Context: an optimization exercise on an open-source flow, tuned for small area and a short achievable clock period. The choices shown serve that exercise and are no tape-out recipe. Where RTL was checked, it was by simulation tests only, not by an equivalence proof against the original.

==> trial 66: inputs <==
Design lowp5, start of the top module:
module lowp5(signal_in, signal_out, time_constant, clock_in, reset, enable);
input enable;
input signed [27:0] signal_in;
input signed [4:0] time_constant;
input clock_in;
input reset;
output signed [27:0] signal_out;
reg [27:0] x1, y1, y2n;
reg [29:0] r;
assign signal_out = y1;
wire [27:0] x = signal_in;
wire [28:0] e = {~y2n[27], ~y2n} - {y1[27], y1};
wire t1s, t1c;
bq_ha ut1 (.a(y2n[2]), .b(r[0]), .s(t1s), .co(t1c));
wire t2s, t2c;
bq_fa ut2 (.a(y2n[0]), .b(r[1]), .c(~y2n[3]), .s(t2s), .co(t2c));
wire t3s, t3c;
bq_ha ut3 (.a(t1c), .b(t2s), .s(t3s), .co(t3c));
wire t4s, t4c;
bq_fa ut4 (.a(y2n[4]), .b(y2n[1]), .c(r[2]), .s(t4s), .co(t4c));
wire t5s, t5c;
bq_fa ut5 (.a(r[0]), .b(y2n[3]), .c(t4s), .s(t5s), .co(t5c));
wire t6s, t6c;
bq_fa ut6 (.a(t2c), .b(t3c), .c(t5s), .s(t6s), .co(t6c));
wire t7s, t7c;
bq_ha ut7 (.a(t6s), .b(x[2]), .s(t7s), .co(t7c));
wire t8s, t8c;
bq_fa ut8 (.a(y1[0]), .b(y2n[5]), .c(y2n[2]), .s(t8s), .co(t8c));
wire t9s, t9c;
bq_fa ut9 (.a(r[3]), .b(r[1]), .c(r[0]), .s(t9s), .co(t9c));
wire t10s, t10c;
bq_fa ut10 (.a(t4c), .b(t8s), .c(t9s), .s(t10s), .co(t10c));
wire t11s, t11c;
bq_fa ut11 (.a(t5c), .b(t10s), .c(t6c), .s(t11s), .co(t11c));
wire t12s, t12c;
bq_fa ut12 (.a(t11s), .b(x[3]), .c(x[1]), .s(t12s), .co(t12c));
wire t13s, t13c;
bq_ha ut13 (.a(x[0]), .b(t7c), .s(t13s), .co(t13c));
wire t14s, t14c;
bq_fa ut14 (.a(y1[1]), .b(y2n[6]), .c(y2n[3]), .s(t14s), .co(t14c));
wire t15s, t15c;
  ...
Settings: LEC_CHECK=0, CAP_MARGIN=20, CORE_MARGIN=2, CORE_UTILIZATION=40, CTS_BUF_LIST=sky130_fd_sc_hd__clkbuf_4 sky130_fd_sc_hd__clkbuf_8, SLEW_MARGIN=20, SYNTH_HIERARCHICAL=1; clock period 15.0 ns.
standard.sh (not shown) runs the stock make flow with config.mk's settings and CLKGATE_MAP_FILE= SYNTH_SCRIPT=/design/flow/synth_recipe.tcl, a recipe that flattens the netlist after the stock synthesis.
==> flow/flow/run.sh <==
#!/bin/bash
set -euo pipefail
MARGIN=$(cat flow/margin.txt 2>/dev/null || echo 5)
bash standard.sh \
  "BUFFER_PORTS_ARGS=-buffer_cell sky130_fd_sc_hd__buf_2" \
  "SETUP_SLACK_MARGIN=$MARGIN" \
  finish > flow_make.log 2>&1
==> flow/flow/margin.txt <==
7
==> trial 79: changes against trial 66 <==
==> flow/flow/margin.txt (replaced) <==
9
Settings changed: CTS_BUF_LIST sky130_fd_sc_hd__clkbuf_4 sky130_fd_sc_hd__clkbuf_8 to unset.
==> build 87: changes against trial 66 <==
Settings changed: CTS_BUF_LIST sky130_fd_sc_hd__clkbuf_4 sky130_fd_sc_hd__clkbuf_8 to unset.
==> notes.md <==
Trial 66 finished with timing, DRC and antenna clean. Trial 79 produced a clean layout. Build 87 completed with no timing, DRC or antenna violations.
Between trial 79 and build 87, the lower final cell count is in build 87 (gap 4.1%, measured against build 87).
In count of clock-buffer cells in the layout, trial 66 and build 87 do not differ.
Against trial 66, the maximum frequency of trial 79 is higher by about 4%.
Non-clock buffer count: trial 66 < build 87 < trial 79.
In trial 79 the setup slack is better than in build 87, by 340 ps.
No run of this note included a check of the RTL's function; only the layout flow was run.

========
==> nickel <==
Another version of the RTL of lowp5 (not shown whole).
clock: 15.0 ns
lec_check: 0
cap_margin: 20
core_margin: 2
core_utilization: 70
cts_buf_list: sky130_fd_sc_hd__clkbuf_4 sky130_fd_sc_hd__clkbuf_8
slew_margin: 20
synth_hierarchical: 1
==> flow/flow/margin.txt <==
7
Scripts as last shown in full above: flow/flow/run.sh
==> inputs of harbor, as changes to nickel <==
--- a/flow/design.v
+++ b/flow/design.v
@@ -890,13 +890,13 @@
 assign m_pb = {t437c, t437s, t436s, t435s, t434s, t433s, t432s, t431s, t430s, t429s, t428s, t427s, t425s, t423s, t420s, t416s, t412s, t407s, t402s, t396s, t390s, t383s, t375s, t366s, t356s, t345s, t332s, t318s, t303s, t288s, t274s, t260s, t246s, t232s, t218s, t204s, t190s, t176s, t162s, t148s, t134s, t121s, t108s, t96s, t85s, t74s, t64s, t54s, t44s, t35s, t27s, t20s, t13s, t7s, t3s, t1s, y2n[0]};
 bq_m_x um_x (.a(m_pa), .b(m_pb), .y(m_p));
 bq_m_a um_a (.a(m_pa), .b(m_pb), .y(m_g));
 wire [27:0] m_c;
 bq_m_c um_c (.i({1'b1, m_p[56], m_p[55], m_p[54], m_p[53], m_p[52], m_p[51], m_p[50], m_p[49], m_p[48], m_p[47], m_p[46], m_p[45], m_p[44], m_p[43], m_p[42], m_p[41], m_p[40], m_p[39], m_p[38], m_p[37], m_p[36], m_p[35], m_p[34], m_p[33], m_p[32], m_p[31], m_p[30], m_p[29], m_p[28], m_p[27], m_p[26], m_p[25], m_p[24], m_p[23], m_p[22], m_p[21], m_p[20], m_p[19], m_p[18], m_p[17], m_p[16], m_p[15], m_p[14], m_p[13], m_p[12], m_p[11], m_p[10], m_p[9], m_p[8], m_p[7], m_p[6], m_p[5], m_p[4], m_p[3], m_p[2], m_p[1], m_p[0], ~y2n[0], m_g[56], m_g[55], m_g[54], m_g[53], m_g[52], m_g[51], m_g[50], m_g[49], m_g[48], m_g[47], m_g[46], m_g[45], m_g[44], m_g[43], m_g[42], m_g[41], m_g[40], m_g[39], m_g[38], m_g[37], m_g[36], m_g[35], m_g[34], m_g[33], m_g[32], m_g[31], m_g[30], m_g[29], m_g[28], m_g[27], m_g[26], m_g[25], m_g[24], m_g[23], m_g[22], m_g[21], m_g[20], m_g[19], m_g[18], m_g[17], m_g[16], m_g[15], m_g[14], m_g[13], m_g[12], m_g[11], m_g[10], m_g[9], m_g[8], m_g[7], m_g[6], m_g[5], m_g[4], m_g[3], m_g[2], m_g[1], m_g[0]}), .c(m_c));
 wire [27:0] m_s;
-bq_m_s um_s (.a({1'b1, m_p[54], m_p[53], m_p[52], m_p[51], m_p[50], m_p[49], m_p[48], m_p[47], m_p[46], m_p[45], m_p[44], m_p[43], m_p[42], m_p[41], m_p[40], m_p[39], m_p[38], m_p[37], m_p[36], m_p[35], m_p[34], m_p[33], m_p[32], m_p[31], m_p[30], m_p[29], m_p[28]}), .b({m_c[27], m_c[26], m_c[25], m_c[24], m_c[23], m_c[22], m_c[21], m_c[20], m_c[19], m_c[18], m_c[17], m_c[16], m_c[15], m_c[14], m_c[13], m_c[12], m_c[11], m_c[10], m_c[9], m_c[8], m_c[7], m_c[6], m_c[5], m_c[4], m_c[3], m_c[2], m_c[1], m_c[0]}), .v({signal_in[27], signal_in[26], signal_in[25], signal_in[24], signal_in[23], signal_in[22], signal_in[21], signal_in[20], signal_in[19], signal_in[18], signal_in[17], signal_in[16], signal_in[15], signal_in[14], signal_in[13], signal_in[12], signal_in[11], signal_in[10], signal_in[9], signal_in[8], signal_in[7], signal_in[6], signal_in[5], signal_in[4], signal_in[3], signal_in[2], signal_in[1], signal_in[0]}), .r(reset), .y(m_s));
+bq_m_s um_s (.a({1'b1, m_p[54], m_p[53], m_p[52], m_p[51], m_p[50], m_p[49], m_p[48], m_p[47], m_p[46], m_p[45], m_p[44], m_p[43], m_p[42], m_p[41], m_p[40], m_p[39], m_p[38], m_p[37], m_p[36], m_p[35], m_p[34], m_p[33], m_p[32], m_p[31], m_p[30], m_p[29], m_p[28]}), .b({m_c[27], m_c[26], m_c[25], m_c[24], m_c[23], m_c[22], m_c[21], m_c[20], m_c[19], m_c[18], m_c[17], m_c[16], m_c[15], m_c[14], m_c[13], m_c[12], m_c[11], m_c[10], m_c[9], m_c[8], m_c[7], m_c[6], m_c[5], m_c[4], m_c[3], m_c[2], m_c[1], m_c[0]}), .y(m_s));
 wire [28:0] e_pa, e_pb, e_p, e_g;
 assign e_pa = {y1[27], y1[27], y1[26], y1[25], y1[24], y1[23], y1[22], y1[21], y1[20], y1[19], y1[18], y1[17], y1[16], y1[15], y1[14], y1[13], y1[12], y1[11], y1[10], y1[9], y1[8], y1[7], y1[6], y1[5], y1[4], y1[3], y1[2], y1[1], y1[0]};
 assign e_pb = {y2n[27], y2n[27], y2n[26], y2n[25], y2n[24], y2n[23], y2n[22], y2n[21], y2n[20], y2n[19], y2n[18], y2n[17], y2n[16], y2n[15], y2n[14], y2n[13], y2n[12], y2n[11], y2n[10], y2n[9], y2n[8], y2n[7], y2n[6], y2n[5], y2n[4], y2n[3], y2n[2], y2n[1], y2n[0]};
 bq_e_x ue_x (.a(e_pa), .b(e_pb), .y(e_p));
 bq_e_a ue_a (.a(e_pa), .b(e_pb), .y(e_g));
 wire [26:0] e_c;
@@ -909,20 +909,21 @@
 bq_r_x ur_x (.a(r_pa), .b(r_pb), .y(r_p));
 bq_r_a ur_a (.a(r_pa), .b(r_pb), .y(r_g));
 wire [26:0] r_c;
 bq_r_c ur_c (.i({r_p[28], r_p[27], r_p[26], r_p[25], r_p[24], r_p[23], r_p[22], r_p[21], r_p[20], r_p[19], r_p[18], r_p[17], r_p[16], r_p[15], r_p[14], r_p[13], r_p[12], r_p[11], r_p[10], r_p[9], r_p[8], r_p[7], r_p[6], r_p[5], r_p[4], r_p[3], r_p[2], r_p[1], r_p[0], xm[0], r_g[28], r_g[27], r_g[26], r_g[25], r_g[24], r_g[23], r_g[22], r_g[21], r_g[20], r_g[19], r_g[18], r_g[17], r_g[16], r_g[15], r_g[14], r_g[13], r_g[12], r_g[11], r_g[10], r_g[9], r_g[8], r_g[7], r_g[6], r_g[5], r_g[4], r_g[3], r_g[2], r_g[1], r_g[0]}), .c(r_c));
 wire [27:0] r_s;
 bq_r_s ur_s (.a({r_p[28], r_p[27], r_p[26], r_p[25], r_p[24], r_p[23], r_p[22], r_p[21], r_p[20], r_p[19], r_p[18], r_p[17], r_p[16], r_p[15], r_p[14], r_p[13], r_p[12], r_p[11], r_p[10], r_p[9], r_p[8], r_p[7], r_p[6], r_p[5], r_p[4], r_p[3], r_p[2], r_p[1]}), .b({r_c[26], r_c[25], r_c[24], r_c[23], r_c[22], r_c[21], r_c[20], r_c[19], r_c[18], r_c[17], r_c[16], r_c[15], r_c[14], r_c[13], r_c[12], r_c[11], r_c[10], r_c[9], r_c[8], r_c[7], r_c[6], r_c[5], r_c[4], r_c[3], r_c[2], r_c[1], r_c[0], r_g[0]}), .y(r_s));
-wire [27:0] y1d = {m_s[27], m_s[26], m_s[25], m_s[24], m_s[23], m_s[22], m_s[21], m_s[20], m_s[19], m_s[18], m_s[17], m_s[16], m_s[15], m_s[14], m_s[13], m_s[12], m_s[11], m_s[10], m_s[9], m_s[8], m_s[7], m_s[6], m_s[5], m_s[4], m_s[3], m_s[2], m_s[1], m_s[0]};
+wire [27:0] ynew = {m_s[27], m_s[26], m_s[25], m_s[24], m_s[23], m_s[22], m_s[21], m_s[20], m_s[19], m_s[18], m_s[17], m_s[16], m_s[15], m_s[14], m_s[13], m_s[12], m_s[11], m_s[10], m_s[9], m_s[8], m_s[7], m_s[6], m_s[5], m_s[4], m_s[3], m_s[2], m_s[1], m_s[0]};
 wire [29:0] rnext = {r_s[27], r_s[26], r_s[25], r_s[24], r_s[23], r_s[22], r_s[21], r_s[20], r_s[19], r_s[18], r_s[17], r_s[16], r_s[15], r_s[14], r_s[13], r_s[12], r_s[11], r_s[10], r_s[9], r_s[8], r_s[7], r_s[6], r_s[5], r_s[4], r_s[3], r_s[2], r_s[1], r_s[0], r_p[0], xm[0]};
 always @(posedge clock_in) begin
-  if (reset | enable) begin
-    r <= rnext; x1 <= x; y1 <= y1d;
+  if (reset | enable) r <= rnext;
+  if (reset) begin
+    x1 <= signal_in; y1 <= signal_in; y2n <= ~signal_in;
+  end else if (enable) begin
+    x1 <= x; y1 <= ynew; y2n <= ~y1;
   end
-  if (reset) y2n <= ~signal_in;
-  else if (enable) y2n <= ~y1;
 end
 endmodule
 module bq_fa(input a, input b, input c, output s, output co);
 assign s = a ^ b ^ c;
 assign co = (a & b) | (a & c) | (b & c);
 endmodule
@@ -1386,14 +1387,14 @@
 wire w447 = w387 & w178;
 wire w448 = w386 | w447;
 wire w449 = w390 & w178;
 wire w450 = w389 | w449;
 assign c = {w448, w442, w440, w438, w436, w434, w432, w430, w428, w426, w424, w422, w420, w418, w416, w414, w412, w410, w408, w406, w404, w402, w400, w398, w396, w394, w392, w178};
 endmodule
-module bq_m_s(input [27:0] a, input [27:0] b, input [27:0] v, input r, output [27:0] y);
-assign y = (r ? v : a) ^ (b & {28{~r}});
+module bq_m_s(input [27:0] a, input [27:0] b, output [27:0] y);
+assign y = (a ^ b);
 endmodule
 module bq_e_x(input [28:0] a, input [28:0] b, output [28:0] y);
 assign y = a ^ b;
 endmodule
 module bq_e_a(input [28:0] a, input [28:0] b, output [28:0] y);
 assign y = (a & b);
CORE_UTILIZATION = 60   (was 70)
TNS_END_PERCENT = 20   (was not set)
==> comparison table <==
metric                           nickel          harbor
Run status    aborted with a tool error  finished clean
Failing step     1_1_yosys_canonicalize               -
Synth warn                            0               7
For nickel, only the layout was checked, not whether the RTL still works.

========
==> inputs of run a <==
RTL: one of the versions met above, not the one the previous note started from.
==> module bq_m_a, before the edit <==
module bq_m_a(input [56:0] a, input [56:0] b, output [56:0] y);
assign y = (a & b);
endmodule
==> module bq_e_a, before the edit <==
module bq_e_a(input [28:0] a, input [28:0] b, output [28:0] y);
assign y = (a & b);
endmodule
==> module bq_r_a, before the edit <==
module bq_r_a(input [28:0] a, input [28:0] b, output [28:0] y);
assign y = (a & b);
endmodule
Settings: LEC_CHECK=0, CAP_MARGIN=20, CORE_MARGIN=2, CORE_UTILIZATION=60, CTS_BUF_LIST=sky130_fd_sc_hd__clkbuf_4 sky130_fd_sc_hd__clkbuf_8, SLEW_MARGIN=20, SYNTH_HIERARCHICAL=1; clock period 15.0 ns.
Scripts as last shown in full above: flow/flow/run.sh, flow/flow/margin.txt
==> inputs of run b, as changes to run a <==
--- a/flow/design.v
+++ b/flow/design.v
@@ -935,7 +935,7 @@
 assign y = a ^ b;
 endmodule
 module bq_m_a(input [56:0] a, input [56:0] b, output [56:0] y);
-assign y = (a & b);
+assign y = a & b;
 endmodule
 module bq_m_c(input [115:0] i, output [27:0] c);
 wire w1 = i[59] & i[0];
@@ -1397,7 +1397,7 @@
 assign y = a ^ b;
 endmodule
 module bq_e_a(input [28:0] a, input [28:0] b, output [28:0] y);
-assign y = (a & b);
+assign y = a & b;
 endmodule
 module bq_e_c(input [57:0] i, output [26:0] c);
 wire w1 = i[30] & i[0];
@@ -1610,7 +1610,7 @@
 assign y = a ^ b;
 endmodule
 module bq_r_a(input [28:0] a, input [28:0] b, output [28:0] y);
-assign y = (a & b);
+assign y = a & b;
 endmodule
 module bq_r_c(input [58:0] i, output [26:0] c);
 wire w1 = i[30] & i[29];
- ABC_AREA: not set -> 1
==> inputs of run c, as changes to run a <==
--- a/flow/design.v
+++ b/flow/design.v
@@ -935,7 +935,7 @@
 assign y = a ^ b;
 endmodule
 module bq_m_a(input [56:0] a, input [56:0] b, output [56:0] y);
-assign y = (a & b);
+assign y = a & b;
 endmodule
 module bq_m_c(input [115:0] i, output [27:0] c);
 wire w1 = i[59] & i[0];
@@ -1397,7 +1397,7 @@
 assign y = a ^ b;
 endmodule
 module bq_e_a(input [28:0] a, input [28:0] b, output [28:0] y);
-assign y = (a & b);
+assign y = a & b;
 endmodule
 module bq_e_c(input [57:0] i, output [26:0] c);
 wire w1 = i[30] & i[0];
@@ -1610,7 +1610,7 @@
 assign y = a ^ b;
 endmodule
 module bq_r_a(input [28:0] a, input [28:0] b, output [28:0] y);
-assign y = (a & b);
+assign y = a & b;
 endmodule
 module bq_r_c(input [58:0] i, output [26:0] c);
 wire w1 = i[30] & i[29];
- CORE_UTILIZATION: 60 -> 40
- CTS_BUF_LIST: sky130_fd_sc_hd__clkbuf_4 sky130_fd_sc_hd__clkbuf_8 -> not set
==> notes.md <==
metric                                                                             run c                      run a                      run b
Result of the run                                                         finished clean             finished clean             finished clean
Commonest non-fill, non-tap cell in the layout                     sky130_fd_sc_hd__fa_1      sky130_fd_sc_hd__fa_1   sky130_fd_sc_hd__nand2_1
Global router's overall resource usage                                             0.204                      0.299                      0.305
Met1 Track Usage GR                                                                0.279                      0.402                      0.397
Core Util, Final                                                                   0.452                      0.656                      0.624
Area growth syn-to-layout                                                          12.0%                      7.30%                      2.53%
Post-CTS Resized                                                                       8                         13                          0
Met2 wire len                                                                   22500 µm                   21400 µm                   26800 µm
Number of instances in the placed design                                            1938                       1723                       3243
Tap cells                                                                            600                        390                        461
Time the final worst path needs with I/O delays and setup                        7.73 ns                    7.78 ns                    7.56 ns
Crit Reg-Reg Startpoint                                                y2n[16]$_DFFE_PP_          y2n[18]$_DFFE_PP_          y2n[18]$_DFFE_PP_
GR Layer Usage met3                                                               0.0349                     0.0720                     0.0367
Avg Vias per Cell                                                                   5.22                       5.81                       4.91
Number of standard cells after synthesis                                            1363                       1363                       2823
Buffer count excluding the clock tree in the final layout                            175                        135                         64
Share of the cycle needed by the critical path after routing                       0.515                      0.519                      0.504
Clock buffer cells                                                                    19                         17                         18
M1 wire length                                                                  20100 µm                   18400 µm                   22600 µm
Area of all placed cells without fillers                                      0.0204 mm²                 0.0195 mm²                 0.0221 mm²
Clock root buffer                                             sky130_fd_sc_hd__clkbuf_16  sky130_fd_sc_hd__clkbuf_8  sky130_fd_sc_hd__clkbuf_8

[re-timing with driven ports]
In the flow no input, the clock included, has a driving cell. The finished layouts below were timed again as built, in two steps.
Step 1 assumes that a clkbuf_16 drives the clock port and a buf_2 every other input.
Step 2 times the ports against the registers' clock, not the clock port: input delays grow and output delays shrink by t, the midpoint of the rising clock arrivals with the driver on.
Three values: ideal ports, drivers, drivers and shift; two values: the first two.
| run | t (ns) | setup WS [ns] | worst hold slack (ns) | cell pins on the clock port's net |
|---|---|---|---|---|
| trial 66 | 0.551 | 7.239 / 7.239 / 7.074 | 0.592 / 0.592 / 0.592 | 1 |
| trial 79 | 0.516 | 7.549 / 7.549 / 7.411 | 0.654 / 0.654 / 0.654 | 1 |
| build 87 | 0.505 | 7.209 / 7.209 / 7.114 | 0.597 / 0.597 / 0.597 | 1 |
| harbor | 0.548 | 7.210 / 7.210 / 7.012 | 0.551 / 0.551 / 0.551 | 1 |
| run a | 0.555 | 7.215 / 7.215 / 6.972 | 0.551 / 0.551 / 0.551 | 1 |
| run b | 0.515 | 7.443 / 7.443 / 7.443 | 0.563 / 0.563 / 0.563 | 1 |
| run c | 0.511 | 7.271 / 7.271 / 6.956 | 0.556 / 0.556 / 0.556 | 1 |
After both steps every run listed still meets setup and hold. For run c, which loses most, drivers alone change the setup slack by 0.000 ns; drivers and shift together by -0.315 ns.
